This is an optimization exercise on Yosys and OpenROAD, whose aim is small area, a short achievable clock period and few clock cycles per item, not a production implementation.
Only simulation tests tie the RTL to the original design; equivalence was not proved.
Power is estimated from default activity; no workload was simulated.

==> design/flow/design.v <==
`default_nettype none
module spm #(parameter size = 32)(
    input wire              clk, 
    input wire              rst,
    input wire              clr,
    input wire              y,
    input wire [size-1:0]   x,
    output wire             p
);
    wire[size-1:1] pp;
    wire[size-1:0] xy;
    genvar i;
    CSADD csa0 (.clk(clk), .rst(rst), .clr(clr), .x(x[0]&y), .y(pp[1]), .sum(p));
    generate 
        for(i=1; i<size-1; i=i+1) begin
            CSADD csa (.clk(clk), .rst(rst), .clr(clr), .x(x[i]&y), .y(pp[i+1]), .sum(pp[i]));
        end 
    endgenerate
    TCMP tcmp (.clk(clk), .rst(rst), .clr(clr), .a(x[size-1]&y), .s(pp[size-1]));
endmodule
module CSADD(
    input wire  clk, 
    input wire  rst,
    input wire  clr,
    input wire  x, 
    input wire  y,
    output reg  sum
);
    reg sc;
    wire hsum1, hco1;
    assign hsum1 = y ^ sc;
    assign hco1 = y & sc;
    wire hsum2, hco2;
    assign hsum2 = x ^ hsum1;
    assign hco2 = x & hsum1;
    always @(posedge clk or posedge rst) begin
        if (rst) begin
            sum <= 1'b0;
            sc <= 1'b0;
        end
        else if (clr) begin
            sum <= 1'b0;
            sc <= 1'b0;
        end
        else begin
            sum <= hsum2;
            sc <= hco1 ^ hco2;
        end
    end
endmodule
module TCMP (
    input wire  clk, 
    input wire  rst,
    input wire  clr,
    input wire  a, 
    output reg  s
);
    reg z;
    always @(posedge clk or posedge rst) begin
        if (rst) begin
            s <= 1'b0;
            z <= 1'b0;
        end
        else if (clr) begin
            s <= 1'b0;
            z <= 1'b0;
        end
        else begin
            z <= a | z;
            s <= a ^ z;
        end
    end
endmodule
`default_nettype none
module mul32 (
    input wire          clk,
    input wire          rst,
    input wire          start,
    input wire  [31:0]  mc,
    input wire  [31:0]  mp,
    output reg  [63:0]  p,
    output wire         done
);
    wire        pw;
    reg [31:0]  Y;
    reg [7:0]   cnt, ncnt;
    reg [1:0]   state, nstate;
    localparam  IDLE=0, RUNNING=1, DONE=2;
    always @(posedge clk or posedge rst)
        if(rst)
            state  <= IDLE;
        else 
            state <= nstate;
    always @*
        case(state)
            IDLE    :   if(start) nstate = RUNNING; else nstate = IDLE;
            RUNNING :   if(cnt == 64) nstate = DONE; else nstate = RUNNING; 
            DONE    :   if(start) nstate = RUNNING; else nstate = DONE;
            default :   nstate = IDLE;
        endcase
    always @(posedge clk)
        cnt <= ncnt;
    always @*
        case(state)
            IDLE    :   ncnt = 0;
            RUNNING :   ncnt = cnt + 1;
            DONE    :   ncnt = 0;
            default :   ncnt = 0;
        endcase
    always @(posedge clk or posedge rst)
        if(rst)
            Y <= 32'b0;
        else if((start == 1'b1)) 
            Y <= mp;
        else if(state==RUNNING) 
            Y <= (Y >> 1);
    always @(posedge clk) 
        if(start)
            p <= 64'b0;
        else if(state==RUNNING)
            p <= {pw, p[63:1]};
    wire y = (state==RUNNING) ? Y[0] : 1'b0;
    spm #(.size(32)) spm32(
        .clk(clk),
        .rst(rst),
        .clr(start),
        .x(mc),
        .y(y),
        .p(pw)
    );
    assign done = (state == DONE);
endmodule
`default_nettype none
module user_proj_mul32 
(
    input wb_clk_i,
    input wb_rst_i,
    input wbs_stb_i,
    input wbs_cyc_i,
    input wbs_we_i,
    input [3:0] wbs_sel_i,
    input [31:0] wbs_dat_i,
    input [31:0] wbs_adr_i,
    output reg wbs_ack_o,
    output reg [31:0] wbs_dat_o,
    output [2:0] irq
);
    reg start;
    wire done;
    wire sys_clk;
    localparam MC_OFF = 8'h00, MP_OFF = 8'h04, P0_OFF = 8'h08, P1_OFF = 8'h0C;
    reg  [31:0]         MP, MC;
    wire [63:0]         P;
    wire                valid           = wbs_stb_i & wbs_cyc_i;
    wire                we              = wbs_we_i && valid;
    wire                re              = ~wbs_we_i && valid;
    wire [3:0]          byte_wr_en      = wbs_sel_i & {4{we}}; 
    wire                we_mp_reg       = we & (wbs_adr_i[7:0] == MP_OFF);
    wire                we_mc_reg       = we & (wbs_adr_i[7:0] == MC_OFF);
    wire                re_mp_reg       = re & (wbs_adr_i[7:0] == MP_OFF);
    wire                re_mc_reg       = re & (wbs_adr_i[7:0] == MC_OFF);
    wire                re_p0_reg       = re & (wbs_adr_i[7:0] == P0_OFF);
    wire                re_p1_reg       = re & (wbs_adr_i[7:0] == P1_OFF);
    assign sys_clk = wb_clk_i;
    always @(posedge sys_clk or posedge wb_rst_i) begin  
        if(wb_rst_i)
            MC <= 32'h0;
        else if(we_mc_reg)  
            MC <= wbs_dat_i;
    end
    always @(posedge sys_clk or posedge wb_rst_i) begin  
        if(wb_rst_i)
            MP <= 32'h0;
        else if(we_mp_reg) 
            MP <= wbs_dat_i;
    end 
    always @(posedge sys_clk or posedge wb_rst_i) begin  
        if(wb_rst_i)
            wbs_ack_o <= 0;
        else
        begin
            if ((we_mc_reg || we_mp_reg || (re_p0_reg && done) || (re_p1_reg && done)))
            begin
                wbs_ack_o <=1;
            end
            else 
                wbs_ack_o <=0; 
        end
    end
    always@(posedge sys_clk or posedge wb_rst_i) begin
        if(wb_rst_i)
            wbs_dat_o <= 32'hDEADBEEF;
        else
        begin
            if (re_p0_reg)
                wbs_dat_o <= P[31:0];
            else if (re_p1_reg)
                 wbs_dat_o <= P[63:32];
            else if (re_mp_reg)
                 wbs_dat_o <= MP;
            else if (re_mc_reg)
                 wbs_dat_o <= MC;
            else
               wbs_dat_o <= 32'hDEADBEEF; 
        end
    end
    always @(posedge sys_clk) 
        start <= (we_mp_reg && wbs_ack_o) ? 1'b1 : 1'b0;
    assign irq = 3'b000;	 
    mul32 mul (
        .clk(wb_clk_i),
        .rst(wb_rst_i),
        .start(start),
        .mc(MC),
        .mp(MP),
        .p(P),
        .done(done)
    );
endmodule
==> design/flow/run.sh <==
#!/bin/bash
# synth_recipe.tcl (not shown) runs the flow's synth.tcl, then flattens the netlist and writes it again
# the make line also repeats each setting of config.mk as NAME=value (left out here)
make -C /OpenROAD-flow-scripts/flow DESIGN_CONFIG=/design/flow/config.mk WORK_HOME=/design/flow/orfs CLKGATE_MAP_FILE= SYNTH_SCRIPT=/design/flow/synth_recipe.tcl finish
==> design/flow/config.mk <==
export PLATFORM = sky130hd
export DESIGN_NAME = user_proj_mul32
export DESIGN_NICKNAME = user_proj_mul32
export VERILOG_FILES = /design/flow/design.v
export SDC_FILE = /design/flow/constraint.sdc
export NUM_CORES = 4
export LEC_CHECK = 0
export CAP_MARGIN = 20
export CORE_MARGIN = 2
export CORE_UTILIZATION = 40
export SLEW_MARGIN = 20
==> design/flow/constraint.sdc <==
create_clock -name core_clock -period 10.0 [get_ports {wb_clk_i}]
set_input_delay 2.0000 -clock core_clock [delete_from_list [all_inputs] [get_ports {wb_clk_i}]]
set_output_delay 2.0000 -clock core_clock [all_outputs]
set_load 0.01 [all_outputs]
==> out/metrics.yaml <==
timing:
  fmax_mhz: 250.3
  fin_crit_ns: 3.995
  slew_headroom_pct: 32.76
  rsz0062_at_grt: "false"
  slew_viol_final: 0
  hold_ws_ns: 0.4655
  setup_tns_ns: 0
  hold_viol_final: 0
  setup_viol: 0
  fin_worst_skew_ns: 0.01194
  finalCritPeriodShare_pct: 39.95
  tightestPinTransition_ns: 1.009
grt:
  grtUsageMet1_pct: 22.98
  antenna_found_initial: 0
  grt_pass1_wl_mm: 37.72
  met2_usage_pct: 23.83
  grt_use_met3_pct: 2.573
  overflow: 0
  grtUsageTotal_pct: 15.38
  grt_busiest_layer: "met2"
  grt_pass1_vias: 7065
  grt_max_degree: 124
clock_network:
  cts_hold_buf: 0
  clock-sinks: 268
  root_buffer: "clkbuf_16"
  cts_max_level: 1
  cts_buffers: 28
  cts.clk_slew.worst_paths_ns: 0.06
  cts_resized: 0
  clock_latency_ns: 0.53
  clock_path_buffers: 3
  cts_tree: "done"
  post_cts_buffers: 0
critical_path:
  crit_family: "simple AND/OR/NAND/NOR gates"
  cp_num_buf_inv: 2
  max_stage_delay_ns: 0.65
  crit_path_end_kind: "register"
  crit_type: "in2reg"
  worstPathArrival_ns: 4.41
  cp_cell_sequence: "clkdlybuf4s50_1, or4b_4, or4_2, buf_4, mux2_4"
  critPathRequiredTime_ns: 10.41
  cp_slowest_cell: "or4_2"
  cp_max_fo: 32
  worstSetupStartpointType: "input pin"
power_and_ir_drop:
  combPwrFrac_pct: 2.6
  report.power.total_mw: 2.262
  p_per_area_nw_per_um2: 168.3
  leakage_nw: 6.037
  pwr-share-seq_pct: 48.1
  peakVddDrop_v: 0.0001161
  p_sw_mw: 0.4532
  netSwitchingFraction_pct: 20.03
  p_int_mw: 1.809
  p_clk_share_pct: 49.3
placed_design:
  dpl-instance-area_um2: 12440
  portBuffers: 77
  finalWeightedCongestion: 0.7168
  hpwl_mm: 13.09
logic_synthesis:
  synth_ff_type: "dfrtp_1"
  syn_area_um2: 11380
  ys_seq_area_share_pct: 55.99
  syn_inst: 930
  synth-edff-count: 0
  ys_seq_elements: 268
  ys_types: 43
  async_flop_share_pct: 72.76
  ys_warn_count: 4
  avgSynthCellArea_um2: 12.23
status:
  status: "no timing/DRC/antenna violations"
finish:
  nets: 1089
  n_fill_cell: 2577
  design_area_um2: 13440
  utilization_pct: 48.11
  syn_to_final_growth_pct: 18.11
  post_route_cells_drive_above_1_share_pct: 18.43
  diodes: 0
  multi_input_comb_area_um2: 4722
  regArea_um2: 6375
detailed_routing:
  ant_nets: 0
  firstDrtPassIters: 4
  vias: 6790
  drt_iter0_drc: 319
  viasPerCell: 4.913
  drc: 0
  routed_wirelength_mm: 22.54
  post_drt_wl_per_cell_um: 16.31
floorplanning:
  core_um2: 27930
  row_count: 61
  initial_core_util_pct: 40.73
  ios: 109
  dieArea_um2: 29810
  die_height_um: 172.7
  die_w_um: 172.7
run:
  maxCapViolations: 0
worst_hold_path:
  hold_class: "reg2reg"
[power groups by stage]
| stage | clock network, mW | registers, mW | logic, mW |
|---|---|---|---|
| finish | 1.12 | 1.09 | 0.0588 |
| global route | 1.19 | 1.09 | 0.0655 |
| CTS | 1.15 | 1.09 | 0.0612 |
| detailed placement | 0 | 1.11 | 0.0611 |
| global placement | 0 | 1.11 | 0.0607 |
| floorplan | 0 | 1.11 | 0.0315 |
[cells by family after synthesis]
group	share of synthesized area, %
AOI/OAI and AO/OA	4.673
other	0.03296
muxes	16.38
and+or+nand+nor	14.11
DFF	55.99
buffers and inverters	2.793
xor gates and xnor gates	0.2310
adders and majority gates	5.784
[final timing paths]
kind | depth (start not counted) | startpoint | endpoint | slack [ns]
worst max-delay path | 5 | wbs_adr_i[5] | MP[10] | 6.01
worst min-delay path | 2 | mul.p[38] | mul.p[37] | 0.47
worst max register to register | 3 | start | mul.state[1] | 7.61
worst min register to register | 2 | mul.p[38] | mul.p[37] | 0.47
max in group asynchronous | 3 | wb_rst_i | wbs_dat_o[29] | 6.48
min in group asynchronous | 2 | wb_rst_i | mul.Y[13] | 2.04
[final cells by class]
class	instances	share of cell area, %
Clock buffer	42	6.135
Clock inverter	10	1.331
Inverter	6	0.2234
Multi-Input combinational cell	591	35.14
Sequential cell	268	47.44
Tap cell	378	3.519
Timing Repair Buffer	87	6.219
[per-layer routing]
layer  part of all wire, %  routed length [µm]
met3                   4.2                 944
met4                   1.7                 373
met5                     0                   0
met2                    45               10250
met1                    49               10980
[flip-flops by register name (all words and copies together) (netlist names)]
signal and flops:
MC 32, MP 32, mul.Y 32, mul.cnt 8
mul.p 64, mul.spm32.csa0.sc 1, mul.spm32.csa0.sum 1, mul.spm32.genblk1.csa.sc 30
mul.spm32.genblk1.csa.sum 30, mul.spm32.tcmp.s 1, mul.spm32.tcmp.z 1, mul.state 2
start 1, wbs_ack_o 1, wbs_dat_o 32
[cells in the final DEF (no fill, tap or decap), types with 10 or more instances in the layout]
master,count
mux4_2,32
nand2_1,163
and3_1,31
clkbuf_16,29
fa_1,31
nor2b_1,64
a21oi_1,67
clkdlybuf4s50_1,75
dfxtp_1,72
buf_4,10
dfrtp_1,171
nand2b_1,25
mux2i_1,31
mux2_4,30
mux2_2,33
o21ai_0,35
dfstp_2,24
[metrics by stage]
step | instances | setup slack, ns
CTS | 1382 | 6.010
floorplan | 932 | 2.727
detailed placement | 1330 | 5.455
global placement | 1330 | 5.458
global route | 1382 | 5.943
finish | 1382 | 6.005
[tightest hold or removal path: cells and delay by family, from the launching register on]
family           cells  cell delay, ns
AO/OA/AOI/OAI        1            0.05
flip-flops           1            0.32
AND/OR/NAND/NOR      1            0.05
[synth_stat cells, types with 4 or more instances]
| cell | number | share of area [%] |
|---|---|---|
| a21oi_1 | 67 | 2.9 |
| and2_1 | 9 | 0.49 |
| and3_1 | 31 | 1.7 |
| buf_1 | 8 | 0.26 |
| buf_2 | 8 | 0.35 |
| clkbuf_1 | 45 | 1.5 |
| dfrtp_1 | 171 | 38 |
| dfstp_2 | 24 | 5.5 |
| dfxtp_1 | 73 | 13 |
| fa_1 | 31 | 5.5 |
| inv_1 | 6 | 0.20 |
| mux2_2 | 33 | 3.3 |
| mux2_4 | 30 | 4.0 |
| mux2i_1 | 31 | 2.7 |
| mux4_2 | 32 | 6.3 |
| nand2_1 | 163 | 5.4 |
| nand2b_1 | 26 | 1.4 |
| nand3_1 | 4 | 0.18 |
| nor2_1 | 6 | 0.20 |
| nor2b_1 | 65 | 3.6 |
| o21ai_0 | 35 | 1.5 |
Testbench counts, summed over its fixed seeds: cycles 19,704, mults 256.

static timing again, ports no longer ideal:
Ports are ideal in the flow. The routed layout listed here was re-timed in OpenROAD.
Step 1: set_driving_cell puts a clkbuf_16 on wb_clk_i and a buf_2 on each other input, an assumption about the parent block.
Step 2 also shifts input and output timing later by t, the mid clock arrival at the registers, as if the neighbouring blocks saw the same clock.
Slacks: ideal / step 1 / step 2; pairs: ideal / step 1.
t, ns: 0.571
setup slack, ns: 6.005 / 6.031 / 5.460
latest minus earliest clock arrival (ns): 0.013 / 0.012
worst slew at a driven data input, ns: 0.04
pins driven straight from the clock port: 1
After both steps this run still meets setup and hold. For this run, drivers alone change the setup slack by +0.026 ns; drivers and shift together by -0.545 ns.
